This design comes from an exercise in tuning for small area on the open sky130 flow, not from production work. Only simulation tests tie the RTL to the original design; equivalence was not proved. Power and IR drop assume default switching activity.

## flow/design.v

```verilog
module sc_axi_slave # (
  parameter P_AD_W = 32,
  parameter P_DT_W = 32,
  parameter P_ID_W = 8
) (
  input S_AXI_ACLK,
  input S_AXI_ARESETN,
  input [P_ID_W-1:0] S_AXI_AWID,
  input [P_AD_W-1:0] S_AXI_AWADDR,
  input [7:0] S_AXI_AWLEN,
  input [2:0] S_AXI_AWSIZE,
  input [1:0] S_AXI_AWBURST,
  input S_AXI_AWLOCK,
  input [3:0] S_AXI_AWCACHE,
  input [2:0] S_AXI_AWPROT,
  input S_AXI_AWVALID,
  output reg S_AXI_AWREADY,
  input [P_DT_W-1:0] S_AXI_WDATA,
  input [P_DT_W/8-1:0] S_AXI_WSTRB,
  input S_AXI_WLAST,
  input S_AXI_WVALID,
  output reg S_AXI_WREADY,
  output reg [P_ID_W-1:0] S_AXI_BID,
  output [1:0] S_AXI_BRESP,
  output reg S_AXI_BVALID,
  input S_AXI_BREADY,
  input [P_ID_W-1:0] S_AXI_ARID,
  input [P_AD_W-1:0] S_AXI_ARADDR,
  input [7:0] S_AXI_ARLEN,
  input [2:0] S_AXI_ARSIZE,
  input [1:0] S_AXI_ARBURST,
  input S_AXI_ARLOCK,
  input [3:0] S_AXI_ARCACHE,
  input [2:0] S_AXI_ARPROT,
  input S_AXI_ARVALID,
  output reg S_AXI_ARREADY,
  output reg [P_ID_W-1:0] S_AXI_RID,
  output reg [P_DT_W-1:0] S_AXI_RDATA,
  output [1:0] S_AXI_RRESP,
  output reg S_AXI_RLAST,
  output reg S_AXI_RVALID,
  input S_AXI_RREADY,
  output reg REG_WEN,
  output reg [P_AD_W-1:0] REG_WADDR,
  output reg [P_DT_W/8-1:0] REG_WBTEN,
  output [P_DT_W-1:0] REG_WDATA,
  output reg REG_REN,
  output reg [P_AD_W-1:0] REG_RADDR,
  input [P_DT_W-1:0] REG_RDATA,
  input REG_WACCERR,
  input REG_RACCERR,
  input REG_RWAIT
);
localparam [2:0] M_HOLD = 3'd0,   
                 M_W2   = 3'd1,   
                 M_W4   = 3'd2,
                 M_W8   = 3'd3,
                 M_W16  = 3'd4,
                 M_INCR = 3'd5;   
function [2:0] f_mode;
  input [1:0] burst;
  input [7:0] len;
  begin
    if (burst == 2'b01)
      f_mode = M_INCR;
    else if (burst == 2'b10)
      case (len)
        8'h01:   f_mode = M_W2;
        8'h03:   f_mode = M_W4;
        8'h07:   f_mode = M_W8;
        8'h0F:   f_mode = M_W16;
        default: f_mode = M_INCR;
      endcase
    else
      f_mode = M_HOLD;
  end
endfunction
function [1:0] f_size;
  input [2:0] size;
  f_size = size[2] ? 2'd3 : size[1:0];
endfunction
function [3:0] f_bten;
  input [1:0] szc;
  input [1:0] a;
  case (szc)
    2'd0:    f_bten = 4'b0001 << a;
    2'd1:    f_bten = 4'b0011 << a;
    2'd2:    f_bten = 4'b1111 << a;
    default: f_bten = 4'b1111;
  endcase
endfunction
function [P_AD_W-1:0] f_step;
  input [2:0] mode;
  input [P_AD_W-1:0] a;
  reg [P_AD_W-3:0] inc;
  reg [P_AD_W-3:0] lim;
  reg wrap;
  integer k;
  begin
    inc = a[P_AD_W-1:2] + 1'b1;
    case (mode)
      M_W2:    begin lim = 1;  wrap = a[2];      end
      M_W4:    begin lim = 3;  wrap = &a[3:2];   end
      M_W8:    begin lim = 7;  wrap = &a[4:2];   end
      M_W16:   begin lim = 15; wrap = &a[5:2];   end
      M_INCR:  begin lim = {(P_AD_W-2){1'b1}}; wrap = 1'b0; end
      default: begin lim = 0;  wrap = 1'b0;      end
    endcase
    for (k = 0; k < P_AD_W-2; k = k + 1)
      f_step[k+2] = lim[k] ? inc[k] : a[k+2];
    f_step[1:0] = wrap ? 2'b00 : a[1:0];
  end
endfunction
reg [2:0] r_rstn_retim;
reg r_rstn_pedge;
wire w_axi_awen;
wire w_axi_wen;
wire w_axi_ben;
reg [1:0] r_wch_status;
reg r_aw_lat_wflg;
reg [P_ID_W-1:0] r_awid_lat0, r_awid_lat1;
reg [P_AD_W-1:0] r_awaddr_lat0, r_awaddr_lat1;
reg [2:0] r_awmode_lat0, r_awmode_lat1;
reg [1:0] r_awsize_lat0, r_awsize_lat1;
reg r_aw_lat_full;
reg [P_DT_W-1:0] r_wdata_lat;
reg [P_DT_W/8-1:0] r_wstrb_lat;
reg r_aw_lat_rflg;
reg r_wstate;
reg [P_ID_W-1:0] r_wid;
reg [2:0] r_wmode;
reg r_bresp;
wire w_axi_aren;
wire w_axi_ren;
reg [P_ID_W-1:0] r_arid_lat;
reg [P_DT_W/8-1:0] r_reg_rbten;
reg [2:0] r_rmode;
reg [7:0] r_rrem;
reg r_wait_flg;
reg [3:0] r_wait_cnt;
reg [3:0] r_read_extend_cnt;
reg r_rresp;
assign S_AXI_BRESP = {r_bresp, 1'b0};
assign S_AXI_RRESP = {r_rresp, 1'b0};
assign REG_WDATA   = r_wdata_lat;
always @ (posedge S_AXI_ACLK or negedge S_AXI_ARESETN) begin
  if (!S_AXI_ARESETN) begin
    r_rstn_retim <= 0;
    r_rstn_pedge <= 0;
  end else begin
    r_rstn_retim <= {r_rstn_retim[1:0], 1'b1};
    r_rstn_pedge <= r_rstn_retim[1] & ~r_rstn_retim[2];
  end
end
assign w_axi_awen = S_AXI_AWVALID & S_AXI_AWREADY;
assign w_axi_wen  = S_AXI_WVALID  & S_AXI_WREADY;
assign w_axi_ben  = S_AXI_BVALID  & S_AXI_BREADY;
always @ (posedge S_AXI_ACLK or negedge S_AXI_ARESETN) begin
  if (!S_AXI_ARESETN) begin
    r_wch_status <= 2'b01;
  end else if (w_axi_awen & (w_axi_wen & S_AXI_WLAST)) begin
    r_wch_status <= r_wch_status;
  end else if (w_axi_awen) begin
    r_wch_status <= r_wch_status + 2'b01;
  end else if (w_axi_wen & S_AXI_WLAST) begin
    r_wch_status <= r_wch_status - 2'b01;
  end
end
always @ (posedge S_AXI_ACLK or negedge S_AXI_ARESETN) begin
  if (!S_AXI_ARESETN) begin
    S_AXI_AWREADY <= 0;
  end else if (r_rstn_pedge) begin
    S_AXI_AWREADY <= 1;
  end else if (w_axi_wen & S_AXI_WLAST) begin
    S_AXI_AWREADY <= 1;
  end else if (r_wch_status >= 2'b10 & w_axi_awen) begin
    S_AXI_AWREADY <= 0;
  end
end
always @ (posedge S_AXI_ACLK or negedge S_AXI_ARESETN) begin
  if (!S_AXI_ARESETN) begin
    S_AXI_WREADY <= 0;
  end else if (r_rstn_pedge) begin
    S_AXI_WREADY <= 1;
  end else if (w_axi_awen) begin
    S_AXI_WREADY <= 1;
  end else if (r_wch_status <= 2'b01 & w_axi_wen) begin
    S_AXI_WREADY <= 0;
  end
end
wire w_bset = ((w_axi_awen | r_wch_status >= 2'b10) & (w_axi_wen & S_AXI_WLAST)) |
              (w_axi_awen & r_wch_status == 2'b00);
always @ (posedge S_AXI_ACLK or negedge S_AXI_ARESETN) begin
  if (!S_AXI_ARESETN) begin
    S_AXI_BVALID <= 0;
  end else if (w_bset) begin
    S_AXI_BVALID <= 1;
  end else if (S_AXI_BREADY) begin
    S_AXI_BVALID <= 0;
  end
end
wire [P_ID_W-1:0] w_lat_id   = r_aw_lat_rflg ? r_awid_lat1   : r_awid_lat0;
wire [P_AD_W-1:0] w_lat_addr = r_aw_lat_rflg ? r_awaddr_lat1 : r_awaddr_lat0;
wire [2:0]        w_lat_mode = r_aw_lat_rflg ? r_awmode_lat1 : r_awmode_lat0;
wire [1:0]        w_lat_size = r_aw_lat_rflg ? r_awsize_lat1 : r_awsize_lat0;
wire [2:0] w_aw_mode = f_mode(S_AXI_AWBURST, S_AXI_AWLEN);
wire [1:0] w_aw_size = f_size(S_AXI_AWSIZE);
always @ (posedge S_AXI_ACLK) begin
  if (w_bset) begin
    r_bresp <= REG_WACCERR;
    if (r_wch_status >= 2'b10) begin
      if (r_wstate)
        S_AXI_BID <= r_wid;
      else
        S_AXI_BID <= w_lat_id;
    end else begin
      S_AXI_BID <= S_AXI_AWID;
    end
  end
end
wire w_lat_we = w_axi_awen & (r_wch_status >= 2'b10 |
                              (r_wch_status == 2'b01 & ~S_AXI_WVALID));
always @ (posedge S_AXI_ACLK or negedge S_AXI_ARESETN) begin
  if (!S_AXI_ARESETN) begin
    r_aw_lat_wflg <= 0;
    r_awid_lat0   <= 0;
    r_awid_lat1   <= 0;
    r_awaddr_lat0 <= 0;
    r_awaddr_lat1 <= 0;
    r_awmode_lat0 <= M_HOLD;
    r_awmode_lat1 <= M_HOLD;
    r_awsize_lat0 <= 0;
    r_awsize_lat1 <= 0;
  end else if (w_lat_we) begin
    r_aw_lat_wflg <= ~r_aw_lat_wflg;
    if (r_aw_lat_wflg) begin
      r_awid_lat1   <= S_AXI_AWID;
      r_awaddr_lat1 <= S_AXI_AWADDR;
      r_awmode_lat1 <= w_aw_mode;
      r_awsize_lat1 <= w_aw_size;
    end else begin
      r_awid_lat0   <= S_AXI_AWID;
      r_awaddr_lat0 <= S_AXI_AWADDR;
      r_awmode_lat0 <= w_aw_mode;
      r_awsize_lat0 <= w_aw_size;
    end
  end
end
always @ (posedge S_AXI_ACLK or negedge S_AXI_ARESETN) begin
  if (!S_AXI_ARESETN) begin
    r_aw_lat_full <= 0;
  end else if (r_aw_lat_wflg != r_aw_lat_rflg & w_axi_awen & ~S_AXI_WVALID) begin
    r_aw_lat_full <= 1;
  end else if (S_AXI_WVALID & ~w_axi_awen) begin
    r_aw_lat_full <= 0;
  end
end
always @ (posedge S_AXI_ACLK) begin
  if (w_axi_wen) begin
    r_wdata_lat <= S_AXI_WDATA;
    r_wstrb_lat <= S_AXI_WSTRB;
  end
end
wire w_lat_valid = r_aw_lat_wflg != r_aw_lat_rflg | r_aw_lat_full;
wire w_start_lat = w_axi_wen & w_lat_valid;
wire w_wstart    = w_start_lat | (w_axi_wen & w_axi_awen) |
                   (w_axi_awen & ~S_AXI_WREADY);
wire [P_AD_W-1:0] w_src_addr = w_start_lat ? w_lat_addr : S_AXI_AWADDR;
wire [2:0]        w_src_mode = w_start_lat ? w_lat_mode : w_aw_mode;
wire [1:0]        w_src_size = w_start_lat ? w_lat_size : w_aw_size;
wire [P_ID_W-1:0] w_src_id   = w_start_lat ? w_lat_id   : S_AXI_AWID;
wire [3:0]        w_src_strb = w_axi_wen ? S_AXI_WSTRB : r_wstrb_lat;
always @ (posedge S_AXI_ACLK or negedge S_AXI_ARESETN) begin
  if (!S_AXI_ARESETN) begin
    r_aw_lat_rflg <= 0;
    r_wstate      <= 0;
    REG_WEN       <= 0;
  end else if (~r_wstate) begin
    if (w_start_lat)
      r_aw_lat_rflg <= ~r_aw_lat_rflg;
    r_wstate <= w_wstart;
    REG_WEN  <= w_wstart;
  end else if (w_axi_ben) begin
    r_wstate <= 0;
    REG_WEN  <= 0;
  end else begin
    REG_WEN  <= w_axi_wen;
  end
end
always @ (posedge S_AXI_ACLK) begin
  if (~r_wstate) begin
    r_wid     <= w_src_id;
    r_wmode   <= w_src_mode;
    REG_WADDR <= w_src_addr;
    REG_WBTEN <= f_bten(w_src_size, w_src_addr[1:0]) &
                 (w_src_size == 2'd3 ? 4'b1111 : w_src_strb);
  end else begin
    REG_WADDR <= w_axi_wen ? f_step(r_wmode, REG_WADDR) : {P_AD_W{1'b0}};
    REG_WBTEN <= w_axi_wen ? REG_WBTEN : 4'b0000;
  end
end
assign w_axi_aren = S_AXI_ARVALID & S_AXI_ARREADY;
assign w_axi_ren  = S_AXI_RVALID  & S_AXI_RREADY;
always @ (posedge S_AXI_ACLK or negedge S_AXI_ARESETN) begin
  if (!S_AXI_ARESETN) begin
    S_AXI_ARREADY <= 0;
  end else if (r_rstn_pedge) begin
    S_AXI_ARREADY <= 1;
  end else if (w_axi_ren & S_AXI_RLAST) begin
    S_AXI_ARREADY <= 1;
  end else if (w_axi_aren) begin
    S_AXI_ARREADY <= 0;
  end
end
wire w_rlast_beat = r_rrem == 8'h00;
always @ (posedge S_AXI_ACLK or negedge S_AXI_ARESETN) begin
  if (!S_AXI_ARESETN) begin
    REG_REN     <= 0;
    r_arid_lat  <= 0;
    r_reg_rbten <= 0;
  end else if (~REG_REN) begin
    if (w_axi_aren) begin
      REG_REN     <= 1;
      r_arid_lat  <= S_AXI_ARID;
      r_reg_rbten <= f_bten(f_size(S_AXI_ARSIZE), S_AXI_ARADDR[1:0]);
    end
  end else if (w_rlast_beat) begin
    REG_REN <= 0;
  end
end
always @ (posedge S_AXI_ACLK) begin
  if (~REG_REN) begin
    r_rmode   <= f_mode(S_AXI_ARBURST, S_AXI_ARLEN);
    r_rrem    <= S_AXI_ARLEN;
    REG_RADDR <= S_AXI_ARADDR;
  end else begin
    r_rrem    <= r_rrem - 8'h01;
    REG_RADDR <= f_step(r_rmode, REG_RADDR);
  end
end
always @ (posedge S_AXI_ACLK or negedge S_AXI_ARESETN) begin
  if (!S_AXI_ARESETN) begin
    r_wait_flg <= 0;
    r_wait_cnt <= 0;
  end else if (REG_RWAIT) begin
    r_wait_flg <= 1;
    r_wait_cnt <= r_wait_cnt + 1;
  end else if (~REG_REN & r_read_extend_cnt >= r_wait_cnt - 1) begin
    r_wait_flg <= 0;
    r_wait_cnt <= 0;
  end
end
always @ (posedge S_AXI_ACLK or negedge S_AXI_ARESETN) begin
  if (!S_AXI_ARESETN) begin
    r_read_extend_cnt <= 0;
  end else if (~REG_REN & r_wait_flg) begin
    if (~REG_RWAIT & r_read_extend_cnt >= r_wait_cnt - 1)
      r_read_extend_cnt <= 0;
    else
      r_read_extend_cnt <= r_read_extend_cnt + 1;
  end else begin
    r_read_extend_cnt <= 0;
  end
end
always @ (posedge S_AXI_ACLK or negedge S_AXI_ARESETN) begin
  if (!S_AXI_ARESETN) begin
    S_AXI_RVALID <= 0;
  end else if (S_AXI_RREADY) begin
    S_AXI_RVALID <= (REG_REN | r_wait_flg) & ~REG_RWAIT;
  end
end
always @ (posedge S_AXI_ACLK) begin
  if (S_AXI_RREADY) begin
    S_AXI_RID   <= r_arid_lat;
    r_rresp     <= REG_RACCERR;
    S_AXI_RDATA <= REG_RDATA & {{8{r_reg_rbten[3]}}, {8{r_reg_rbten[2]}},
                                {8{r_reg_rbten[1]}}, {8{r_reg_rbten[0]}}};
    S_AXI_RLAST <= ~REG_RWAIT &
                   ((~r_wait_flg &  REG_REN & w_rlast_beat) |
                    ( r_wait_flg & ~REG_REN & r_read_extend_cnt >= r_wait_cnt - 1));
  end
end
endmodule
```

## flow/run.sh

```bash
#!/bin/bash
# synth_recipe.tcl (not shown) runs the flow's synth.tcl, then flattens the netlist and writes it again
# the make line also repeats each setting of config.mk as NAME=value (left out here)
make -C /OpenROAD-flow-scripts/flow DESIGN_CONFIG=/design/flow/config.mk WORK_HOME=/design/flow/orfs CLKGATE_MAP_FILE= SYNTH_SCRIPT=/design/flow/synth_recipe.tcl finish
```

## flow/constraint.sdc

```tcl
create_clock -name core_clock -period 5.0 [get_ports {S_AXI_ACLK}]
set_input_delay 1.0000 -clock core_clock [delete_from_list [all_inputs] [get_ports {S_AXI_ACLK}]]
set_output_delay 1.0000 -clock core_clock [all_outputs]
set_load 0.01 [all_outputs]
```

## flow/config.mk

```make
export PLATFORM = sky130hd
export DESIGN_NAME = sc_axi_slave
export DESIGN_NICKNAME = sc_axi_slave
export VERILOG_FILES = /design/flow/design.v
export SDC_FILE = /design/flow/constraint.sdc
export NUM_CORES = 4
export LEC_CHECK = 0
export CAP_MARGIN = 20
export CORE_MARGIN = 2
export CORE_UTILIZATION = 40
export SLEW_MARGIN = 20
```

==> results of run 1 <==
through the flow:
stage	area, um^2	power, mW	setup slack, ps	instances	utilization
2_1_floorplan	14110	6.733	1619	1142	-
3_3_place_gp	17950	8.142	1484	1895	0.5183
6_report	19110	10.68	1797	1961	0.5517
5_1_grt	19110	11.37	1685	1961	0.5517
3_5_place_dp	17950	8.236	1484	1895	0.5183
4_1_cts	19110	10.82	1760	1961	0.5517
flip-flops by register name (all words and copies together) (netlist names), 32 cells and up:
register and count:
r_awaddr_lat0 32, REG_WADDR 32, S_AXI_RDATA 32, REG_RADDR 32
r_awaddr_lat1 32, r_wdata_lat 32
kinds of logic (layout without fill, tap and decap cells):
group           count (synthesis)  in the layout  synth area share
buf+inv                        82            446           0.02546
xor+xnor                       73             73           0.04586
fa+ha+maj                      22             22           0.01951
simple gates                  308            308            0.1096
other cells                     2              3         0.0005324
flops                         305            305            0.5954
compound gates                190            190           0.07939
mux                           159            159            0.1242
per-layer routing:
metal / up-vias / track usage / share of wire
met1: 4703 / 0.2336 / 0.43
met3: 59 / 0.04714 / 0.066
met4: 0 / 0.04941 / 0.022
li1: 4825 / - / -
met5: - / 0 / 0
met2: 241 / 0.3038 / 0.48
how the worst min path moves through the flow:
stage	cells past startpoint	end	slack, ps	from
final	0	r_rstn_retim[1]$_DFF_PN0_	350	r_rstn_retim[0]$_DFF_PN0_
after CTS	0	r_rstn_retim[1]$_DFF_PN0_	360	r_rstn_retim[0]$_DFF_PN0_
after floorplan	0	r_rstn_retim[1]$_DFF_PN0_	330	r_rstn_retim[0]$_DFF_PN0_
after global routing	0	r_rstn_retim[1]$_DFF_PN0_	370	r_rstn_retim[0]$_DFF_PN0_
after detailed placement	0	r_rstn_retim[1]$_DFF_PN0_	350	r_rstn_retim[0]$_DFF_PN0_
after global placement	0	r_rstn_retim[1]$_DFF_PN0_	330	r_rstn_retim[0]$_DFF_PN0_
power groups by stage:
stage | Sequential [mW] | Clock (mW) | Combinational (mW)
after floorplan | 4.44 | 0 | 2.29
after global routing | 4.52 | 2.70 | 4.15
after global placement | 4.42 | 0 | 3.73
after detailed placement | 4.45 | 0 | 3.79
final | 4.39 | 2.53 | 3.76
after CTS | 4.40 | 2.60 | 3.82
synth_stat cells (5+ instances only):
| master | number |
|---|---|
| nand2_1 | 44 |
| buf_2 | 19 |
| nand3_1 | 20 |
| mux2i_1 | 42 |
| nand4_1 | 22 |
| xnor2_1 | 27 |
| nor3_1 | 12 |
| nor4_1 | 6 |
| a211oi_1 | 9 |
| edfxtp_1 | 165 |
| xor2_1 | 45 |
| inv_1 | 24 |
| a21oi_1 | 97 |
| nor2_1 | 116 |
| nor2b_1 | 12 |
| dfrtp_1 | 127 |
| o22ai_1 | 27 |
| and3_1 | 15 |
| o21ai_0 | 24 |
| a31o_2 | 6 |
| clkbuf_1 | 24 |
| dfxtp_1 | 12 |
| buf_1 | 5 |
| and2_1 | 34 |
| a21o_1 | 5 |
| mux2_2 | 113 |
| ha_1 | 22 |
| buf_4 | 7 |
| nand2b_1 | 7 |
area by class of cell:
class / count / area (um^2) / area share
timing repair buffer: 354 / 3510 / 0.1837
clock inverter: 10 / 60.06 / 0.003143
multi-input combinational: 755 / 5369 / 0.2810
sequential: 305 / 8402 / 0.4398
tap: 455 / 569.3 / 0.02980
clock buffer: 56 / 1099 / 0.05750
inverter: 26 / 97.59 / 0.005108
critical path, stage by stage, from the launching register on:
cell and delay, ps:
dfrtp_2 340, buf_4 650, clkdlybuf4s50_1 680
==> summary.txt, run 1 <==
run status: timing/DRC/antenna clean
Pre-Repair DR Iteration Count: 4
post-CTS sizing: 0
fin crit share: 0.6406
initial detailed-routing violation count: 425
filler instances: 2989
reg2reg setup slack: 2020 ps
Initial Utilization: 0.4074
Async SR Flop Fraction: 0.4197
die area: 36780 um^2
sequential fraction of the synthesis area: 0.5954
core area: 34630 um^2
Power Density: 559.0 nW/um^2
minimum hold slack: 354.6 ps
share of total power in the clock network: 0.237
clk sinks: 305
Worst-path clk slew: 60 ps
Final Wtd Congestion: 0.7588
Critical Path AT: 2200 ps
final setup violation count: 0
CP max FO: 85
nets: 1701
post-route minimum period: 3203 ps
combinational share of power: 0.352
internal power: 7.254 mW
CTS tree: built
width of the die: 191.8 um
top_reg_cell synth: edfxtp_1
Rel. slew slack: 0.3257
Reg2Reg Depth: 6
Skew-Pair Late Insertion Delay: 510 ps
Hold Buf Count CTS: 0
crit end category: output pin
Post-Synthesis Cells: 1141
commonest non-fill, non-tap cell in the layout: clkdlybuf4s50_1
DRT antenna net count: 0
max-slew violations: 0
Peak Freq: 312.2 MHz
I/O pin count: 361
Net Sw Power: 3.426 mW
first-pass GRT wire length: 52770 um
Clock Skew: 15.86 ps
VDD IR max: 0.0002390 V
Wirelength per Cell: 17.18 um
H-Tree Level Count: 2
dominant cell type by area after synthesis: edfxtp_1
CTS root buf: clkbuf_16
CP required: 4000 ps
initial antenna violation count: 0
worst r2r src: r_wch_status[0]$_DFFE_PN1P_
share of cells above drive strength 1: 0.1361
critical path type: reg2out
# rows: 68
measured slew at the worst slew-check pin: 1011 ps
Static Leak: 7.342 nW
class of the tightest hold or removal check: reg2reg
cell area after synthesis: 14110 um^2
RSZ-0062 raised after global routing: no
Reg power frac: 0.411
Area Growth Syn to Fin: 35.44%
syn_area_per_cell: 12.36 um^2
Hold Violations, Final: 0
GR Util All Layers: 0.1816
Synth top area share: 0.3513
Clock Path Buffers: 3
Sw Ratio: 0.3208
vias in the first global route: 9757
pin count of the biggest net entering global routing: 86
Vias: 9828
Die Span Y: 191.8 um
Post-CTS Setup Bufs: 0
synth unique cells: 61
detailed placer's ending HPWL: 23250 um
DRC viols: 0
WL final: 33700 um
critical path startpoint: REG_REN$_DFF_PN0_
total CTS buffers: 36
setup TNS: 0 ps
Critical Path End: REG_REN
DR vias/cell: 5.012
worst reg2reg path endpoint: r_awaddr_lat1[25]$_DFFE_PN0P_
port bufs: 342
yosys warns: 1
top cells by area, synth: edfxtp_1 (35%), dfrtp_1 (23%), mux2_2 (9.0%)
Seq cells post-synth: 305
Startpoint Class: flop
n_diodes: 0
Post-synth EDFFs: 165
commonest non-fill, non-tap cells in the layout: clkdlybuf4s50_1 (340), edfxtp_1 (165), dfrtp_1 (125), nor2_1 (115), mux2_2 (113)
final global-route overflow total: 0
max-cap violations: 0
==> inputs of run 2 (changes only) <==
--- a/flow/config.mk
+++ b/flow/config.mk
@@ -7,5 +7,6 @@
 export LEC_CHECK = 0
 export CAP_MARGIN = 20
 export CORE_MARGIN = 2
-export CORE_UTILIZATION = 40
+export CORE_UTILIZATION = 65
+export CTS_BUF_LIST = sky130_fd_sc_hd__clkbuf_4
 export SLEW_MARGIN = 20
==> summary.txt, run 2 <==
dominant cell type by area after synthesis: edfxtp_1 (unchanged)
total CTS buffers: 78 (was 36)
max incr delay on CP: 870 ps (was 680 ps)
Peak Freq: 310.9 MHz (was 312.2 MHz)
Clock Path Buffers: 3 (unchanged)
WP buf/inv: 1 (was 2)
slowest stage cell, crit path: dfrtp_2 (was clkdlybuf4s50_1)
Synth top area share: 0.3513 (unchanged)
share of total power in the clock network: 0.211 (was 0.237)
commonest non-fill, non-tap cell in the layout: clkdlybuf4s50_1 (unchanged)
Top delay family on crit path: compound AO/OA/AOI/OAI gates (was buffers and inverters)
CTS tree: built (unchanged)
DRT antenna net count: 0 (unchanged)
top cells by area, synth: edfxtp_1 (35%), dfrtp_1 (23%), mux2_2 (9.0%) (unchanged)
Static Leak: 7.395 nW (was 7.342 nW)
CP cell instances: xor2_2 > o21ai_4 > buf_4 > mux2i_1 > nor2_1 > a31o_2 (was buf_4 > clkdlybuf4s50_1)
minimum hold slack: 370.9 ps (was 354.6 ps)
Seq cells post-synth: 305 (unchanged)
run status: timing/DRC/antenna clean (unchanged)
Worst-path clk slew: 70 ps (was 60 ps)
Critical Path AT: 3640 ps (was 2200 ps)
Hold Buf Count CTS: 0 (unchanged)
DRC viols: 0 (unchanged)
first-pass GRT wire length: 55950 um (was 52770 um)
Post-synth EDFFs: 165 (unchanged)
measured slew at the worst slew-check pin: 1002 ps (was 1011 ps)
CTS root buf: clkbuf_4 (was clkbuf_16)
yosys warns: 1 (unchanged)
combinational share of power: 0.362 (was 0.352)
vias in the first global route: 11021 (was 9757)
detailed placer's ending HPWL: 24250 um (was 23250 um)
port bufs: 342 (unchanged)
most frequent cells after synthesis: edfxtp_1 (165), dfrtp_1 (127), nor2_1 (116) (unchanged)
# rows: 53 (was 68)
post-CTS sizing: 0 (unchanged)
nets: 1741 (was 1701)
CP required: 5420 ps (was 4000 ps)
final setup violation count: 0 (unchanged)
Final Wtd Congestion: 0.8564 (was 0.7588)
clk sinks: 305 (unchanged)
H-Tree Level Count: 3 (was 2)
Async SR Flop Fraction: 0.4197 (unchanged)
DR vias/cell: 5.768 (was 5.012)
max-slew violations: 0 (unchanged)
max-cap violations: 0 (unchanged)
fin crit share: 0.6433 (was 0.6406)
filler instances: 942 (was 2989)
fin util: 0.8869 (was 0.5517)
syn_area_per_cell: 12.36 um^2 (unchanged)
Power Density: 560.7 nW/um^2 (was 559.0 nW/um^2)
initial detailed-routing violation count: 614 (was 425)
Rel. slew slack: 0.3320 (was 0.3257)
final global-route overflow total: 0 (unchanged)
reg2reg setup slack: 1780 ps (was 2020 ps)
Initial Utilization: 0.6668 (was 0.4074)
Post-Synthesis Cells: 1141 (unchanged)
internal power: 6.930 mW (was 7.254 mW)
top_reg_cell synth: edfxtp_1 (unchanged)
Reg power frac: 0.427 (was 0.411)
post-route minimum period: 3216 ps (was 3203 ps)
synth unique cells: 61 (unchanged)
Area Growth Syn to Fin: 33.00% (was 35.44%)
CP max FO: 55 (was 85)
Clock Skew: 36.00 ps (was 15.86 ps)
I/O pin count: 361 (unchanged)
share of cells above drive strength 1: 0.1769 (was 0.1361)
core area: 21150 um^2 (was 34630 um^2)
VDD IR max: 0.0002965 V (was 0.0002390 V)
initial antenna violation count: 1 (was 0)
Post-CTS Setup Bufs: 0 (unchanged)
Net Sw Power: 3.588 mW (was 3.426 mW)
Die Span Y: 151.3 um (was 191.8 um)
die area: 22900 um^2 (was 36780 um^2)
Vias: 10729 (was 9828)
sequential fraction of the synthesis area: 0.5954 (unchanged)
Skew-Pair Late Insertion Delay: 690 ps (was 510 ps)
Wirelength per Cell: 19.43 um (was 17.18 um)
Sw Ratio: 0.3411 (was 0.3208)
Hold Violations, Final: 0 (unchanged)
cell area after synthesis: 14110 um^2 (unchanged)
setup TNS: 0 ps (unchanged)
RSZ-0062 raised after global routing: no (unchanged)
critical path type: reg2reg (was reg2out)
commonest non-fill, non-tap cells in the layout: clkdlybuf4s50_1 (340), edfxtp_1 (165), clkbuf_4 (126), dfrtp_1 (125), nor2_1 (115) (was clkdlybuf4s50_1 (340), edfxtp_1 (165), dfrtp_1 (125), nor2_1 (115), mux2_2 (113))
pin count of the biggest net entering global routing: 94 (was 86)
Startpoint Class: flop (unchanged)
Pre-Repair DR Iteration Count: 5 (was 4)
GR Util All Layers: 0.3175 (was 0.1816)
class of the tightest hold or removal check: reg2reg (unchanged)
most frequent cell after synthesis: edfxtp_1 (unchanged)
WL final: 36140 um (was 33700 um)
crit end category: flop (was output pin)
width of the die: 151.3 um (was 191.8 um)
==> run 2: area by class of cell <==
type / instances / area, um^2 / share of cell area
Timing Repair Buffer: 352 / 3495 / 0.1863
Inverter: 26 / 97.59 / 0.005202
Clock buffer: 126 / 945.9 / 0.05042
Tap cell: 275 / 344.1 / 0.01834
Multi-Input combinational cell: 755 / 5371 / 0.2863
Sequential cell: 305 / 8402 / 0.4478
Antenna cell: 2 / 5.005 / 0.0002668
Clock inverter: 19 / 100.1 / 0.005335
==> run 2: cells by family (layout without fill, tap and decap cells) <==
logic type / after synthesis / after routing / share of synthesized area
multiplexers: 159 / 159 / 0.1242
adder cells (fa/ha/maj): 22 / 22 / 0.01951
buffers and inverters: 82 / 523 / 0.02546
AND/OR/NAND/NOR: 308 / 308 / 0.1096
flip-flops: 305 / 305 / 0.5954
other: 2 / 5 / 0.0005324
AO/OA/AOI/OAI: 190 / 190 / 0.07939
XOR/XNOR: 73 / 73 / 0.04586
==> run 2: power by group through the flow <==
stage	logic (mW)	clock network [mW]	registers, mW
final	3.81	2.22	4.49
after global routing	4.13	2.40	4.59
after CTS	3.81	2.25	4.47
after detailed placement	3.75	0	4.50
after global placement	3.59	0	4.42
after floorplan	2.29	0	4.44
==> run 2: through the flow <==
step	area [um^2]	worst slack, ps	total power, mW	cells
final	18760	1784	10.52	1860
after floorplan	14110	1619	6.733	1142
after global placement	17710	1501	8.016	1713
after global routing	18760	1643	11.11	1859
after detailed placement	17710	1431	8.252	1713
after CTS	18750	1809	10.53	1858
==> run 2: path summary, 6_finish.rpt <==
check | depth (start not counted) | startpoint | endpoint
worst min register to register | 0 | r_rstn_retim[0]$_DFF_PN0_ | r_rstn_retim[1]$_DFF_PN0_
worst min-delay path | 0 | r_rstn_retim[0]$_DFF_PN0_ | r_rstn_retim[1]$_DFF_PN0_
max in group asynchronous | 2 | S_AXI_ARESETN | r_aw_lat_rflg$_DFFE_PN0P_
min in group asynchronous | 1 | S_AXI_ARESETN | r_awid_lat1[5]$_DFFE_PN0P_
worst max register to register | 6 | r_aw_lat_rflg$_DFFE_PN0P_ | REG_WADDR[15]$_DFFE_PP_
worst max-delay path | 6 | r_aw_lat_rflg$_DFFE_PN0P_ | REG_WADDR[15]$_DFFE_PP_
==> run 2: routing by layer <==
| metal | vias to the layer above | global-route usage | part of all wire | wire [um] |
|---|---|---|---|---|
| li1 | 4936 | - | - | - |
| met1 | 5188 | 0.3716 | 0.37 | 13310 |
| met2 | 499 | 0.5552 | 0.51 | 18580 |
| met3 | 106 | 0.08404 | 0.084 | 3035 |
| met4 | 0 | 0.1318 | 0.034 | 1218 |
| met5 | - | 0 | 0 | 0 |
==> inputs of run 3 (changes only) <==
--- a/flow/design.v
+++ b/flow/design.v
@@ -118,6 +118,7 @@
 wire w_axi_ben;
 reg [1:0] r_wch_status;
 reg r_aw_lat_wflg;
+reg r_aw_lat_vld0, r_aw_lat_vld1;   
 reg [P_ID_W-1:0] r_awid_lat0, r_awid_lat1;
 reg [P_AD_W-1:0] r_awaddr_lat0, r_awaddr_lat1;
 reg [2:0] r_awmode_lat0, r_awmode_lat1;
@@ -199,10 +200,12 @@
     S_AXI_BVALID <= 0;
   end
 end
-wire [P_ID_W-1:0] w_lat_id   = r_aw_lat_rflg ? r_awid_lat1   : r_awid_lat0;
-wire [P_AD_W-1:0] w_lat_addr = r_aw_lat_rflg ? r_awaddr_lat1 : r_awaddr_lat0;
-wire [2:0]        w_lat_mode = r_aw_lat_rflg ? r_awmode_lat1 : r_awmode_lat0;
-wire [1:0]        w_lat_size = r_aw_lat_rflg ? r_awsize_lat1 : r_awsize_lat0;
+wire w_rd0 = ~r_aw_lat_rflg & r_aw_lat_vld0;
+wire w_rd1 =  r_aw_lat_rflg & r_aw_lat_vld1;
+wire [P_ID_W-1:0] w_lat_id   = ({P_ID_W{w_rd1}} & r_awid_lat1)   | ({P_ID_W{w_rd0}} & r_awid_lat0);
+wire [P_AD_W-1:0] w_lat_addr = ({P_AD_W{w_rd1}} & r_awaddr_lat1) | ({P_AD_W{w_rd0}} & r_awaddr_lat0);
+wire [2:0]        w_lat_mode = ({3{w_rd1}} & r_awmode_lat1) | ({3{w_rd0}} & r_awmode_lat0);
+wire [1:0]        w_lat_size = ({2{w_rd1}} & r_awsize_lat1) | ({2{w_rd0}} & r_awsize_lat0);
 wire [2:0] w_aw_mode = f_mode(S_AXI_AWBURST, S_AXI_AWLEN);
 wire [1:0] w_aw_size = f_size(S_AXI_AWSIZE);
 always @ (posedge S_AXI_ACLK) begin
@@ -223,16 +226,18 @@
 always @ (posedge S_AXI_ACLK or negedge S_AXI_ARESETN) begin
   if (!S_AXI_ARESETN) begin
     r_aw_lat_wflg <= 0;
-    r_awid_lat0   <= 0;
-    r_awid_lat1   <= 0;
-    r_awaddr_lat0 <= 0;
-    r_awaddr_lat1 <= 0;
-    r_awmode_lat0 <= M_HOLD;
-    r_awmode_lat1 <= M_HOLD;
-    r_awsize_lat0 <= 0;
-    r_awsize_lat1 <= 0;
+    r_aw_lat_vld0 <= 0;
+    r_aw_lat_vld1 <= 0;
   end else if (w_lat_we) begin
     r_aw_lat_wflg <= ~r_aw_lat_wflg;
+    if (r_aw_lat_wflg)
+      r_aw_lat_vld1 <= 1;
+    else
+      r_aw_lat_vld0 <= 1;
+  end
+end
+always @ (posedge S_AXI_ACLK) begin
+  if (w_lat_we) begin
     if (r_aw_lat_wflg) begin
       r_awid_lat1   <= S_AXI_AWID;
       r_awaddr_lat1 <= S_AXI_AWADDR;
==> flow/flow/run.sh (new file) <==
#!/bin/bash
# Standard ORFS layout, with the port buffers made of the smallest buffer cell.
set -o pipefail
export BUFFER_PORTS_ARGS="-buffer_cell sky130_fd_sc_hd__buf_1"
bash standard.sh > standard.log 2>&1
==> flow/standard.sh (new file) <==
#!/bin/bash
# synth_recipe.tcl (not shown) runs the flow's synth.tcl, then flattens the netlist and writes it again
# the make line also repeats each setting of config.mk as NAME=value (left out here)
make -C /OpenROAD-flow-scripts/flow DESIGN_CONFIG=/design/flow/config.mk WORK_HOME=/design/flow/orfs CLKGATE_MAP_FILE= SYNTH_SCRIPT=/design/flow/synth_recipe.tcl "${@:-finish}"
--- a/flow/config.mk
+++ b/flow/config.mk
@@ -7,6 +7,5 @@
 export LEC_CHECK = 0
 export CAP_MARGIN = 20
 export CORE_MARGIN = 2
-export CORE_UTILIZATION = 65
-export CTS_BUF_LIST = sky130_fd_sc_hd__clkbuf_4
+export CORE_UTILIZATION = 40
 export SLEW_MARGIN = 20
removed: flow/run.sh
==> summary.txt, run 3 <==
class of the tightest hold or removal check: reg2reg (unchanged)
Reg power frac: 0.448 (was 0.427)
Async SR Flop Fraction: 0.1303 (was 0.4197)
Post-synth EDFFs: 255 (was 165)
run status: timing/DRC/antenna clean (unchanged)
DRC viols: 0 (unchanged)
combinational share of power: 0.294 (was 0.362)
worst r2r src: r_aw_lat_rflg$_DFFE_PN0P_ (unchanged)
hold_sp: r_rstn_retim[0]$_DFF_PN0_ (unchanged)
Static Leak: 5.732 nW (was 7.395 nW)
Post-Synthesis Cells: 1034 (was 1141)
GR Util All Layers: 0.1835 (was 0.3175)
width of the die: 187.5 um (was 151.3 um)
I/O pin count: 361 (unchanged)
Die Span Y: 187.5 um (was 151.3 um)
top cells by area, synth: edfxtp_1 (57%), dfrtp_1 (7.2%), a221o_1 (2.5%) (was edfxtp_1 (35%), dfrtp_1 (23%), mux2_2 (9.0%))
max-slew violations: 0 (unchanged)
top_reg_cell synth: edfxtp_1 (unchanged)
Setup WS post-layout: 1990 ps (was 1784 ps)
post-CTS sizing: 0 (unchanged)
DR vias/cell: 5.147 (was 5.768)
CP max FO: 47 (was 55)
sequential fraction of the synthesis area: 0.6606 (was 0.5954)
first-pass GRT wire length: 51680 um (was 55950 um)
Initial Utilization: 0.4038 (was 0.6668)
max-cap violations: 0 (unchanged)
worst reg2reg path endpoint: REG_WBTEN[3]$_SDFFCE_PP0P_ (was REG_WADDR[15]$_DFFE_PP_)
pin count of the biggest net entering global routing: 79 (was 94)
post-route minimum period: 3010 ps (was 3216 ps)
cell count of the worst hold path: 0 (unchanged)
critical path type: in2reg (was reg2reg)
Post-CTS Setup Bufs: 0 (unchanged)
internal power: 6.164 mW (was 6.930 mW)
Sw Ratio: 0.3457 (was 0.3411)
WL final: 33000 um (was 36140 um)
CTS root buf: clkbuf_16 (was clkbuf_4)
initial detailed-routing violation count: 545 (was 614)
H-Tree Level Count: 2 (was 3)
Wirelength per Cell: 17.83 um (was 19.43 um)
Synth top area share: 0.5684 (was 0.3513)
commonest non-fill, non-tap cell in the layout: buf_1 (was clkdlybuf4s50_1)
dominant cell type by area after synthesis: edfxtp_1 (unchanged)
pre-CTS worst setup slack: 1445 ps (was 1431 ps)
initial antenna violation count: 2 (was 1)
syn_area_per_cell: 13.03 um^2 (was 12.36 um^2)
Rel. slew slack: 0.2572 (was 0.3320)
Area Growth Syn to Fin: 21.30% (was 33.00%)
nets: 1600 (was 1741)
filler instances: 3023 (was 942)
vias in the first global route: 9488 (was 11021)
Reg2Reg Depth: 7 (was 6)
top layer in use: met5 (was met4)
Critical Path AT: 3330 ps (was 3640 ps)
hold endpoint: r_rstn_retim[1]$_DFF_PN0_ (unchanged)
measured slew at the worst slew-check pin: 1114 ps (was 1002 ps)
fin crit share: 0.6021 (was 0.6433)
die area: 35160 um^2 (was 22900 um^2)
Seq cells post-synth: 307 (was 305)
Peak Freq: 332.2 MHz (was 310.9 MHz)
share of cells above drive strength 1: 0.07769 (was 0.1769)
WL met3: 2343 um (was 3035 um)
commonest non-fill, non-tap cells in the layout: buf_1 (340), edfxtp_1 (255), nor2_1 (84), nand2_1 (62) (was clkdlybuf4s50_1 (340), edfxtp_1 (165), clkbuf_4 (126), dfrtp_1 (125), nor2_1 (115))
most frequent cells after synthesis: edfxtp_1 (255), nor2_1 (85), nand2_1 (62) (was edfxtp_1 (165), dfrtp_1 (127), nor2_1 (116))
M1 wire length: 14320 um (was 13310 um)
Power Density: 576.5 nW/um^2 (was 560.7 nW/um^2)
Startpoint Class: input port (was flop)
cell area after synthesis: 13470 um^2 (was 14110 um^2)
detailed placer's ending HPWL: 22490 um (was 24250 um)
Vias: 9527 (was 10729)
Skew-Pair Late Insertion Delay: 510 ps (was 690 ps)
Hold Violations, Final: 0 (unchanged)
VDD IR max: 0.0003090 V (was 0.0002965 V)
crit end category: flop (unchanged)
total CTS buffers: 35 (was 78)
core area: 33360 um^2 (was 21150 um^2)
reg2reg setup slack: 2180 ps (was 1780 ps)
synth unique cells: 59 (was 61)
DRT antenna net count: 0 (unchanged)
Clock Path Buffers: 3 (unchanged)
Pre-Repair DR Iteration Count: 4 (was 5)
clk sinks: 307 (was 305)
Net Sw Power: 3.256 mW (was 3.588 mW)
n_diodes: 0 (was 2)
RSZ-0062 raised after global routing: no (unchanged)
metal2 WL: 15650 um (was 18580 um)
final global-route overflow total: 0 (unchanged)
CP required: 5320 ps (was 5420 ps)
yosys warns: 1 (unchanged)
Hold Buf Count CTS: 0 (unchanged)
most frequent cell after synthesis: edfxtp_1 (unchanged)
Final Wtd Congestion: 0.8073 (was 0.8564)
setup TNS: 0 ps (unchanged)
Worst-path clk slew: 60 ps (was 70 ps)
final setup violation count: 0 (unchanged)
share of total power in the clock network: 0.258 (was 0.211)
port bufs: 342 (unchanged)
# rows: 67 (was 53)
Clock Skew: 13.17 ps (was 36.00 ps)
CTS tree: built (unchanged)
## run 3: changes by cell type after synthesis, sizes merged, moves of 33 or more
cell    change
a21oi      -45
a221o      +33
dfrtp      -88
edfxtp     +90
mux2       -99
## run 3: how the worst max path moves through the flow
stage / cells after the start / end / startpoint / slack, ps
detailed placement: 9 / REG_WBTEN[3]$_SDFFCE_PP0P_ / S_AXI_WVALID / 1450
finish: 9 / REG_WBTEN[3]$_SDFFCE_PP0P_ / S_AXI_WVALID / 1990
CTS: 9 / REG_WBTEN[3]$_SDFFCE_PP0P_ / S_AXI_WVALID / 1970
global route: 9 / REG_WBTEN[3]$_SDFFCE_PP0P_ / S_AXI_WVALID / 1790
global placement: 10 / REG_WBTEN[2]$_SDFFCE_PP0P_ / S_AXI_WVALID / 1530
floorplan: 2 / r_awaddr_lat0[0]$_DFFE_PP_ / S_AXI_AWVALID / 180
## run 3: critical path: stages
cell and delay, ps:
buf_1 170, nand2_1 210, inv_2 40, buf_4 260, o21ai_4 140, buf_4 560
mux2i_1 450, and3b_1 230, a211oi_1 260
## run 3: cells by family (layout without fill, tap and decap cells)
family,Yosys count,in the layout,share of synthesized area
flip-flops,307,307,0.6606
other,2,3,0.0005575
buffers and inverters,78,446,0.02396
AND/OR/NAND/NOR,307,307,0.1179
AO/OA/AOI/OAI,221,221,0.1093
XOR/XNOR,68,68,0.04421
multiplexers,29,29,0.02303
adder cells (fa/ha/maj),22,22,0.02043
## run 3: cell type report
cell class                      instances  area [um^2]  area share
Sequential cell                       307         8901      0.5447
Multi-Input combinational cell        650         4295      0.2629
Timing Repair Buffer                  355         1384     0.08469
Clock buffer                           47        983.4     0.06018
Tap cell                              448        560.5     0.03430
Clock inverter                         16        111.4    0.006815
Inverter                               28        105.1    0.006432
## run 3: metal layers
metal  vias to the layer above  global-route usage
li1                       4570                   -
met1                      4584              0.2455
met2                       320              0.3019
met3                        49             0.04342
met4                         4             0.04694
met5                         -                   0
## run 3: stage by stage
stage | hold WS, ps | cells | total power, mW | utilization | cell area (um^2)
floorplan | 331.2 | 1035 | 6.047 | - | 13480
global placement | 333.3 | 1788 | 6.971 | 0.4569 | 15250
detailed placement | 335.6 | 1788 | 7.056 | 0.4569 | 15250
CTS | 343.8 | 1851 | 9.527 | 0.4898 | 16340
global route | 343.8 | 1851 | 10.01 | 0.4898 | 16340
finish | 340.6 | 1851 | 9.420 | 0.4898 | 16340
## run 3: power by group through the flow
stage	Clock, mW	Sequential, mW	Combinational (mW)
after floorplan	0	4.31	1.74
after global placement	0	4.24	2.73
after detailed placement	0	4.27	2.79
after CTS	2.50	4.22	2.80
after global routing	2.60	4.31	3.09
final	2.43	4.22	2.77
==> inputs of run 4 (changes only) <==
==> flow/run.sh (new file) <==
#!/bin/bash
# synth_recipe.tcl (not shown) runs the flow's synth.tcl, then flattens the netlist and writes it again
# the make line also repeats each setting of config.mk as NAME=value (left out here)
make -C /OpenROAD-flow-scripts/flow DESIGN_CONFIG=/design/flow/config.mk WORK_HOME=/design/flow/orfs CLKGATE_MAP_FILE= SYNTH_SCRIPT=/design/flow/synth_recipe.tcl finish
removed: flow/flow/run.sh
removed: flow/standard.sh
==> summary.txt, run 4 <==
top_reg_cell synth: edfxtp_1 (unchanged)
post-CTS sizing: 0 (unchanged)
first-pass GRT wire length: 53560 um (was 51680 um)
yosys warns: 1 (unchanged)
DRT antenna net count: 0 (unchanged)
fin crit share: 0.6104 (was 0.6021)
Setup WS post-layout: 1948 ps (was 1990 ps)
dominant cell type by area after synthesis: edfxtp_1 (unchanged)
run status: timing/DRC/antenna clean (unchanged)
Net Sw Power: 3.283 mW (was 3.256 mW)
CP max FO: 26 (was 47)
Global Route met1 Usage: 0.2563 (was 0.2455)
cell area after synthesis: 13470 um^2 (unchanged)
Reg power frac: 0.420 (was 0.448)
Clock Skew: 12.14 ps (was 13.17 ps)
Hold Buf Count CTS: 0 (unchanged)
crit end category: flop (unchanged)
multi-input logic area: 4295 um^2 (unchanged)
Peak Freq: 327.6 MHz (was 332.2 MHz)
CP cell instances: clkdlybuf4s50_1 > nand2_1 > inv_2 > o21ai_4 > a221o_1 > o21a_1 > ha_1 > nor2_1 > and3b_1 > a211oi_1 (was buf_1 > nand2_1 > inv_2 > buf_4 > o21ai_4 > buf_4 > mux2i_1 > and3b_1 > a211oi_1)
final setup violation count: 0 (unchanged)
GRT Max-Usage Layer: met2 (unchanged)
GR Util All Layers: 0.1945 (was 0.1835)
internal power: 6.718 mW (was 6.164 mW)
share of cells above drive strength 1: 0.08048 (was 0.07769)
Critical Path AT: 3270 ps (was 3330 ps)
Synth top area share: 0.5684 (unchanged)
Initial Utilization: 0.4038 (unchanged)
width of the die: 187.5 um (unchanged)
pre-CTS worst setup slack: 1437 ps (was 1445 ps)
class of the tightest hold or removal check: reg2reg (unchanged)
setup TNS: 0 ps (unchanged)
Hold Violations, Final: 0 (unchanged)
placed insts: 1789 (was 1788)
CTS tree: built (unchanged)
commonest non-fill, non-tap cells in the layout: clkdlybuf4s50_1 (340), edfxtp_1 (255), nor2_1 (84), nand2_1 (62) (was buf_1 (340), edfxtp_1 (255), nor2_1 (84), nand2_1 (62))
H-Tree Level Count: 2 (unchanged)
final global-route overflow total: 0 (unchanged)
synth unique cells: 59 (unchanged)
sequential fraction of the synthesis area: 0.6606 (unchanged)
nets: 1602 (was 1600)
filler instances: 2840 (was 3023)
most frequent cells after synthesis: edfxtp_1 (255), nor2_1 (85), nand2_1 (62) (unchanged)
port bufs: 342 (unchanged)
Final Wtd Congestion: 0.8245 (was 0.8073)
Power Density: 540.6 nW/um^2 (was 576.5 nW/um^2)
GR Util met2: 0.3132 (was 0.3019)
Sw Ratio: 0.3283 (was 0.3457)
Vias: 9646 (was 9527)
measured slew at the worst slew-check pin: 1063 ps (was 1114 ps)
vias in the first global route: 9272 (was 9488)
post-route minimum period: 3052 ps (was 3010 ps)
initial antenna violation count: 4 (was 2)
DR vias/cell: 5.206 (was 5.147)
I/O pin count: 361 (unchanged)
Post-synth EDFFs: 255 (unchanged)
max-cap violations: 0 (unchanged)
most frequent cell after synthesis: edfxtp_1 (unchanged)
clk sinks: 307 (unchanged)
Post-CTS Setup Bufs: 0 (unchanged)
total CTS buffers: 36 (was 35)
Async SR Flop Fraction: 0.1303 (unchanged)
detailed placer's ending HPWL: 24000 um (was 22490 um)
Seq cells post-synth: 307 (unchanged)
max-slew violations: 0 (unchanged)
CP required: 5220 ps (was 5320 ps)
share of total power in the clock network: 0.248 (was 0.258)
Pre-Repair DR Iteration Count: 5 (was 4)
Worst-path clk slew: 60 ps (about the same)
Area Growth Syn to Fin: 37.33% (was 21.30%)
slowest stage cell, crit path: clkdlybuf4s50_1 (was buf_4)
Static Leak: 6.667 nW (was 5.732 nW)
Wirelength per Cell: 18.87 um (was 17.83 um)
# rows: 67 (unchanged)
Rel. slew slack: 0.2915 (was 0.2572)
DRC viols: 0 (unchanged)
syn_area_per_cell: 13.03 um^2 (unchanged)
top cells by area, synth: edfxtp_1 (57%), dfrtp_1 (7.2%), a221o_1 (2.5%) (unchanged)
Die Span Y: 187.5 um (unchanged)
initial detailed-routing violation count: 582 (was 545)
Startpoint Class: input port (unchanged)
combinational share of power: 0.331 (was 0.294)
CTS root buf: clkbuf_16 (unchanged)
Post-Synthesis Cells: 1034 (unchanged)
critical path type: in2reg (unchanged)
Clock Path Buffers: 3 (unchanged)
final std cells w/o fill: 1853 (was 1851)
Skew-Pair Late Insertion Delay: 510 ps (about the same)
FF/Latch Area: 8901 um^2 (unchanged)
pin count of the biggest net entering global routing: 83 (was 79)
M3 GR Usage: 0.05765 (was 0.04342)
WL final: 34970 um (was 33000 um)
VDD IR max: 0.0003520 V (was 0.0003090 V)
commonest non-fill, non-tap cell in the layout: clkdlybuf4s50_1 (was buf_1)
core area: 33360 um^2 (unchanged)
max incr delay on CP: 580 ps (was 560 ps)
RSZ-0062 raised after global routing: no (unchanged)
die area: 35160 um^2 (unchanged)
run 4: cell counts after synthesis:
No cell type changed its count.
run 4: stage by stage:
stage / cell area [um^2] / util / power (mW) / hold slack, ps
3_3_place_gp: 17380 / 0.5209 / 7.528 / 331.7
6_report: 18500 / 0.5545 / 10.00 / 346.0
3_5_place_dp: 17380 / 0.5209 / 7.588 / 334.7
5_1_grt: 18500 / 0.5544 / 10.58 / 357.7
4_1_cts: 18500 / 0.5544 / 10.12 / 347.5
2_1_floorplan: 13480 / - / 6.047 / 331.2
run 4: power by group through the flow:
stage	combinational (mW)	clock (mW)	sequential, mW
after floorplan	1.74	0	4.31
after detailed placement	3.33	0	4.25
after global placement	3.29	0	4.23
after CTS	3.35	2.56	4.21
final	3.31	2.48	4.20
after global routing	3.64	2.64	4.30
run 4: final cells by class:
type	instances	share of cell area
diodes	1	0.0001353
clock buffers	45	0.05444
clock inverters	18	0.005952
inverters	28	0.005681
multi-input cells	650	0.2322
flip-flops and latches	307	0.4811
well taps	448	0.03030
repair buffers	356	0.1902
run 4: worst paths after layout:
check	from	end	slack (ps)	cells after the start
min	r_rstn_retim[0]$_DFF_PN0_	r_rstn_retim[1]$_DFF_PN0_	350	0
max reg2reg	r_aw_lat_rflg$_DFFE_PN0P_	REG_WBTEN[3]$_SDFFCE_PP0P_	2300	8
min reg2reg	r_rstn_retim[0]$_DFF_PN0_	r_rstn_retim[1]$_DFF_PN0_	350	0
max	S_AXI_WVALID	REG_WBTEN[3]$_SDFFCE_PP0P_	1950	10
min in group asynchronous	S_AXI_ARESETN	r_arid_lat[4]$_DFFE_PN0P_	640	1
max in group asynchronous	S_AXI_ARESETN	REG_REN$_DFF_PN0_	3730	1
run 4: cells by family (layout without fill, tap and decap cells):
kind of cell,count (synthesis),after routing,synth area share
XOR/XNOR,68,68,0.04421
adder cells (fa/ha/maj),22,22,0.02043
multiplexers,29,29,0.02303
other,2,4,0.0005575
AND/OR/NAND/NOR,307,307,0.1179
buffers and inverters,78,447,0.02396
flip-flops,307,307,0.6606
AO/OA/AOI/OAI,221,221,0.1093
run 4: worst max-delay path: cells and delay by family:
family	cells	cell delay (ps)
and+or+nand+nor	3	500
adders and majority gates	1	330
buffers and inverters	2	690
AOI/OAI and AO/OA	4	740
run 4: routing by layer:
layer	vias up	wire length [um]	share of wire
met5	-	32	0.00092
met4	6	797	0.023
met3	57	2947	0.084
met2	371	16290	0.47
met1	4636	14900	0.43
li1	4576	-	-
==> inputs of run 5 (changes only) <==
--- a/flow/design.v
+++ b/flow/design.v
@@ -92,12 +92,11 @@
 function [P_AD_W-1:0] f_step;
   input [2:0] mode;
   input [P_AD_W-1:0] a;
-  reg [P_AD_W-3:0] inc;
   reg [P_AD_W-3:0] lim;
+  reg c;
   reg wrap;
   integer k;
   begin
-    inc = a[P_AD_W-1:2] + 1'b1;
     case (mode)
       M_W2:    begin lim = 1;  wrap = a[2];      end
       M_W4:    begin lim = 3;  wrap = &a[3:2];   end
@@ -106,11 +105,26 @@
       M_INCR:  begin lim = {(P_AD_W-2){1'b1}}; wrap = 1'b0; end
       default: begin lim = 0;  wrap = 1'b0;      end
     endcase
-    for (k = 0; k < P_AD_W-2; k = k + 1)
-      f_step[k+2] = lim[k] ? inc[k] : a[k+2];
+    c = 1'b1;
+    for (k = 0; k < P_AD_W-2; k = k + 1) begin
+      f_step[k+2] = a[k+2] ^ (c & lim[k]);
+      c = c & a[k+2];
+    end
     f_step[1:0] = wrap ? 2'b00 : a[1:0];
   end
 endfunction
+function [7:0] f_dec8;
+  input [7:0] v;
+  reg b;
+  integer k;
+  begin
+    b = 1'b1;
+    for (k = 0; k < 8; k = k + 1) begin
+      f_dec8[k] = v[k] ^ b;
+      b = b & ~v[k];
+    end
+  end
+endfunction
 reg [2:0] r_rstn_retim;
 reg r_rstn_pedge;
 wire w_axi_awen;
@@ -147,12 +161,11 @@
 always @ (posedge S_AXI_ACLK or negedge S_AXI_ARESETN) begin
   if (!S_AXI_ARESETN) begin
     r_rstn_retim <= 0;
-    r_rstn_pedge <= 0;
   end else begin
-    r_rstn_retim <= {r_rstn_retim[1:0], 1'b1};
-    r_rstn_pedge <= r_rstn_retim[1] & ~r_rstn_retim[2];
+    r_rstn_retim <= {r_rstn_retim[1], r_rstn_retim[1] | r_rstn_retim[0], ~r_rstn_retim[2]};
   end
 end
+always @* r_rstn_pedge = r_rstn_retim[2] & r_rstn_retim[0];
 assign w_axi_awen = S_AXI_AWVALID & S_AXI_AWREADY;
 assign w_axi_wen  = S_AXI_WVALID  & S_AXI_WREADY;
 assign w_axi_ben  = S_AXI_BVALID  & S_AXI_BREADY;
@@ -339,10 +352,11 @@
     r_rrem    <= S_AXI_ARLEN;
     REG_RADDR <= S_AXI_ARADDR;
   end else begin
-    r_rrem    <= r_rrem - 8'h01;
+    r_rrem    <= f_dec8(r_rrem);
     REG_RADDR <= f_step(r_rmode, REG_RADDR);
   end
 end
+wire w_ext_done = (r_wait_cnt != 4'd0) & (r_read_extend_cnt >= r_wait_cnt - 4'd1);
 always @ (posedge S_AXI_ACLK or negedge S_AXI_ARESETN) begin
   if (!S_AXI_ARESETN) begin
     r_wait_flg <= 0;
@@ -350,7 +364,7 @@
   end else if (REG_RWAIT) begin
     r_wait_flg <= 1;
     r_wait_cnt <= r_wait_cnt + 1;
-  end else if (~REG_REN & r_read_extend_cnt >= r_wait_cnt - 1) begin
+  end else if (~REG_REN & w_ext_done) begin
     r_wait_flg <= 0;
     r_wait_cnt <= 0;
   end
@@ -359,7 +373,7 @@
   if (!S_AXI_ARESETN) begin
     r_read_extend_cnt <= 0;
   end else if (~REG_REN & r_wait_flg) begin
-    if (~REG_RWAIT & r_read_extend_cnt >= r_wait_cnt - 1)
+    if (~REG_RWAIT & w_ext_done)
       r_read_extend_cnt <= 0;
     else
       r_read_extend_cnt <= r_read_extend_cnt + 1;
@@ -382,7 +396,7 @@
                                 {8{r_reg_rbten[1]}}, {8{r_reg_rbten[0]}}};
     S_AXI_RLAST <= ~REG_RWAIT &
                    ((~r_wait_flg &  REG_REN & w_rlast_beat) |
-                    ( r_wait_flg & ~REG_REN & r_read_extend_cnt >= r_wait_cnt - 1));
+                    ( r_wait_flg & ~REG_REN & w_ext_done));
   end
 end
 endmodule
==> flow/flow/run.sh (new file) <==
#!/bin/bash
# Standard ORFS layout (the standard.sh) with two changes:
#  - port buffers use the smallest buffer cell (sky130_fd_sc_hd__buf_1)
#  - clock tree: clkbuf_8 only, sink clusters of 20, no dummy loads
set -o pipefail
export BUFFER_PORTS_ARGS="-buffer_cell sky130_fd_sc_hd__buf_1"
export CTS_ARGS="-sink_clustering_enable -repair_clock_nets -dont_use_dummy_load -buf_list sky130_fd_sc_hd__clkbuf_8 -sink_clustering_size 20 -sink_clustering_max_diameter 50"
bash standard.sh > standard.log 2>&1
==> flow/standard.sh (new file) <==
#!/bin/bash
# synth_recipe.tcl (not shown) runs the flow's synth.tcl, then flattens the netlist and writes it again
# the make line also repeats each setting of config.mk as NAME=value (left out here)
make -C /OpenROAD-flow-scripts/flow DESIGN_CONFIG=/design/flow/config.mk WORK_HOME=/design/flow/orfs CLKGATE_MAP_FILE= SYNTH_SCRIPT=/design/flow/synth_recipe.tcl "${@:-finish}"
--- a/flow/config.mk
+++ b/flow/config.mk
@@ -7,5 +7,5 @@
 export LEC_CHECK = 0
 export CAP_MARGIN = 20
 export CORE_MARGIN = 2
-export CORE_UTILIZATION = 40
+export CORE_UTILIZATION = 70
 export SLEW_MARGIN = 20
removed: flow/run.sh
==> summary.txt, run 5 <==
DRT antenna net count: 0 (unchanged)
I/O pin count: 361 (unchanged)
vias in the first global route: 9204 (was 9272)
commonest non-fill, non-tap cells in the layout: buf_1 (340), edfxtp_1 (195), nor2_1 (90), nand2_1 (80), dfxtp_1 (72) (was clkdlybuf4s50_1 (340), edfxtp_1 (255), nor2_1 (84), nand2_1 (62))
final std cells w/o fill: 1594 (was 1853)
sequential fraction of the synthesis area: 0.6486 (was 0.6606)
pin count of the biggest net entering global routing: 76 (was 83)
most frequent cells after synthesis: edfxtp_1 (195), nor2_1 (90), nand2_1 (81) (was edfxtp_1 (255), nor2_1 (85), nand2_1 (62))
core area: 17900 um^2 (was 33360 um^2)
nets: 1585 (was 1602)
initial detailed-routing violation count: 759 (was 582)
Hold Violations, Final: 0 (unchanged)
Wirelength per Cell: 18.68 um (was 18.87 um)
VDD IR max: 0.0003619 V (was 0.0003520 V)
final setup violation count: 0 (unchanged)
max incr delay on CP: 490 ps (was 580 ps)
top_reg_cell synth: edfxtp_1 (unchanged)
fin util: 0.8142 (was 0.5545)
Clock Skew: 57.39 ps (was 12.14 ps)
Synth top area share: 0.4590 (was 0.5684)
Startpoint Class: input port (unchanged)
CP required: 5390 ps (was 5220 ps)
H-Tree Level Count: 1 (was 2)
FF/Latch Area: 8275 um^2 (was 8901 um^2)
# rows: 49 (was 67)
Pre-Repair DR Iteration Count: 5 (unchanged)
slowest stage cell, crit path: buf_4 (was clkdlybuf4s50_1)
Initial Utilization: 0.7126 (was 0.4038)
Die Span Y: 139 um (was 187.5 um)
Vias: 9265 (was 9646)
Post-synth EDFFs: 195 (was 255)
Net Sw Power: 2.751 mW (was 3.283 mW)
critical path type: in2reg (unchanged)
Final Wtd Congestion: 0.8928 (was 0.8245)
class of the tightest hold or removal check: reg2reg (unchanged)
RSZ-0062 raised after global routing: no (unchanged)
final global-route overflow total: 0 (unchanged)
first-pass GRT wire length: 47060 um (was 53560 um)
CTS tree: built (unchanged)
width of the die: 139 um (was 187.5 um)
yosys warns: 1 (unchanged)
Reg power frac: 0.520 (was 0.420)
synth unique cells: 61 (was 59)
syn_area_per_cell: 12.34 um^2 (was 13.03 um^2)
filler instances: 1100 (was 2840)
max-slew violations: 0 (unchanged)
die area: 19320 um^2 (was 35160 um^2)
Power Density: 517.2 nW/um^2 (was 540.6 nW/um^2)
most frequent cell after synthesis: edfxtp_1 (unchanged)
CTS root buf: clkbuf_8 (was clkbuf_16)
CP cell instances: buf_1 > and2_2 > buf_4 > o21ai_4 > a221o_1 > o21ai_0 > ha_1 > nor3b_1 > o21ai_0 > a21oi_1 (was clkdlybuf4s50_1 > nand2_1 > inv_2 > o21ai_4 > a221o_1 > o21a_1 > ha_1 > nor2_1 > and3b_1 > a211oi_1)
Area Growth Syn to Fin: 14.25% (was 37.33%)
share of cells above drive strength 1: 0.06029 (was 0.08048)
top cells by area, synth: edfxtp_1 (46%), dfxtp_1 (11%), dfrtp_1 (7.5%) (was edfxtp_1 (57%), dfrtp_1 (7.2%), a221o_1 (2.5%))
most used cell, CP: o21ai_0
crit end category: flop (unchanged)
DR vias/cell: 5.812 (was 5.206)
Async SR Flop Fraction: 0.1275 (was 0.1303)
Post-CTS Setup Bufs: 0 (unchanged)
Hold Buf Count CTS: 0 (unchanged)
setup TNS: 0 ps (unchanged)
total CTS buffers: 25 (was 36)
cell area after synthesis: 12760 um^2 (was 13470 um^2)
port bufs: 342 (unchanged)
combinational share of power: 0.323 (was 0.331)
Worst-path clk slew: 100 ps (was 60 ps)
placed insts: 1564 (was 1789)
internal power: 4.788 mW (was 6.718 mW)
dominant cell type by area after synthesis: edfxtp_1 (unchanged)
Post-Synthesis Cells: 1034 (unchanged)
DRC viols: 0 (unchanged)
run status: timing/DRC/antenna clean (unchanged)
Rel. slew slack: 0.3423 (was 0.2915)
Static Leak: 5.235 nW (was 6.667 nW)
Clock Path Buffers: 3 (unchanged)
max-cap violations: 0 (unchanged)
post-route minimum period: 2935 ps (was 3052 ps)
Critical Path AT: 3320 ps (was 3270 ps)
initial antenna violation count: 3 (was 4)
clk sinks: 306 (was 307)
multi-input logic area: 4168 um^2 (was 4295 um^2)
CP max FO: 38 (was 26)
fin crit share: 0.5870 (was 0.6104)
post-CTS sizing: 0 (unchanged)
detailed placer's ending HPWL: 20880 um (was 24000 um)
WL final: 29780 um (was 34970 um)
Seq cells post-synth: 306 (was 307)
share of total power in the clock network: 0.157 (was 0.248)
commonest non-fill, non-tap cell in the layout: buf_1 (was clkdlybuf4s50_1)
measured slew at the worst slew-check pin: 974.2 ps (was 1063 ps)
Peak Freq: 340.7 MHz (was 327.6 MHz)
Skew-Pair Late Insertion Delay: 560 ps (was 510 ps)
Sw Ratio: 0.3650 (was 0.3283)
GR Util All Layers: 0.3031 (was 0.1945)
## run 5: cell count changes in the layout (fill, tap and decap cells not counted), moves of 18 or more
| cell | delta |
|---|---|
| clkbuf_16 | -38 |
| dfxtp_1 | +60 |
| edfxtp_1 | -60 |
| clkbuf_8 | +22 |
| nand2_1 | +18 |
| buf_1 | +340 |
| clkdlybuf4s50_1 | -340 |
## run 5: area by class of cell
type	instances	share of cell area
multi-input cells	642	0.2859
flip-flops and latches	306	0.5678
diodes	5	0.0008584
repair buffers	351	0.09288
inverters	36	0.009271
well taps	229	0.01966
clock buffers	25	0.02361
## run 5: logic make-up (layout without fill, tap and decap cells)
kind of cell,after synthesis,after routing,share of synthesized area
compound gates,205,205,0.1069
xor+xnor,69,69,0.04737
fa+ha+maj,22,22,0.02158
buf+inv,87,412,0.02766
flops,306,306,0.6486
mux,20,20,0.01707
other cells,1,7,0.0002940
simple gates,324,324,0.1305
## run 5: metrics by stage
| stage | total power, mW | hold slack, ps | instance area [um^2] | setup WS (ps) |
|---|---|---|---|---|
| floorplan | 5.533 | 346.1 | 12760 | 1182 |
| global placement | 6.242 | 349.9 | 14210 | 1651 |
| detailed placement | 6.375 | 357.6 | 14210 | 1544 |
| CTS | 7.535 | 345.4 | 14560 | 2104 |
| global route | 7.985 | 349.1 | 14580 | 1947 |
| finish | 7.539 | 334.6 | 14580 | 2065 |
## run 5: path summary, 6_finish.rpt
check / startpoint / to / slack, ps / depth (start not counted)
min in group asynchronous: S_AXI_ARESETN / S_AXI_AWREADY$_DFFE_PN0P_ / 470 / 2
max in group asynchronous: S_AXI_ARESETN / REG_REN$_DFF_PN0_ / 4090 / 2
worst max-delay path: S_AXI_WVALID / REG_WBTEN[2]$_SDFFCE_PP0P_ / 2070 / 10
worst min register to register: r_rstn_retim[1]$_DFF_PN0_ / r_rstn_retim[2]$_DFF_PN0_ / 330 / 0
worst min-delay path: r_rstn_retim[1]$_DFF_PN0_ / r_rstn_retim[2]$_DFF_PN0_ / 330 / 0
worst max register to register: S_AXI_WREADY$_DFFE_PN0P_ / REG_WBTEN[2]$_SDFFCE_PP0P_ / 2250 / 9
## run 5: power groups by stage
stage	clock network (mW)	logic (mW)	registers, mW
after floorplan	0	1.50	4.03
after global placement	0	2.32	3.92
after detailed placement	0	2.42	3.96
after CTS	1.19	2.44	3.91
after global routing	1.27	2.71	4.00
final	1.18	2.44	3.92
## run 5: critical path, delay by kind of cell
| kind | cells | cell delay, ps |
|---|---|---|
| AO/OA/AOI/OAI | 5 | 790 |
| buffers and inverters | 2 | 700 |
| AND/OR/NAND/NOR | 2 | 520 |
| adder cells (fa/ha/maj) | 1 | 300 |
## run 5: routing by layer
metal,track usage,wire length [um],up-vias
li1,-,-,4399
met1,0.3860,11470,4383
met2,0.5216,14970,422
met3,0.06008,2306,61
met4,0.1111,1032,0
met5,0,0,-

## re-timing with driven ports
No port has a modelled driver above. Below, the same layouts with a new extraction and two added sets of constraints. Step 1 assumes that a clkbuf_16 drives the clock port and a buf_2 every other input. Step 2, shift: input delay + t, output delay - t, t = (earliest + latest rising clock arrival at the registers) / 2. This alone moves slack from input paths to output paths. Slacks: ideal ports / drivers / drivers and shift; pairs: ideal ports / drivers.
run	t (ns)	setup WS [ns]	hold slack, ns	clock arrival spread, ns	worst register clock-pin slew, ns
run 1	0.550	1.797 / 1.748 / 1.475	0.355 / 0.355 / 0.355	0.016 / 0.017	0.06 / 0.06
run 2	0.715	1.784 / 1.784 / 1.335	0.371 / 0.371 / 0.371	0.038 / 0.038	0.08 / 0.08
run 3	0.554	1.990 / 2.012 / 1.458	0.341 / 0.341 / 0.341	0.021 / 0.022	0.06 / 0.06
run 4	0.552	1.948 / 1.948 / 1.396	0.346 / 0.346 / 0.346	0.016 / 0.016	0.06 / 0.06
run 5	0.584	2.065 / 2.050 / 1.467	0.335 / 0.335 / 0.335	0.069 / 0.069	0.11 / 0.11
After both steps setup and hold are still met in every run listed. For run 5, which loses most, drivers alone change the setup slack by -0.015 ns; drivers and shift together by -0.598 ns.
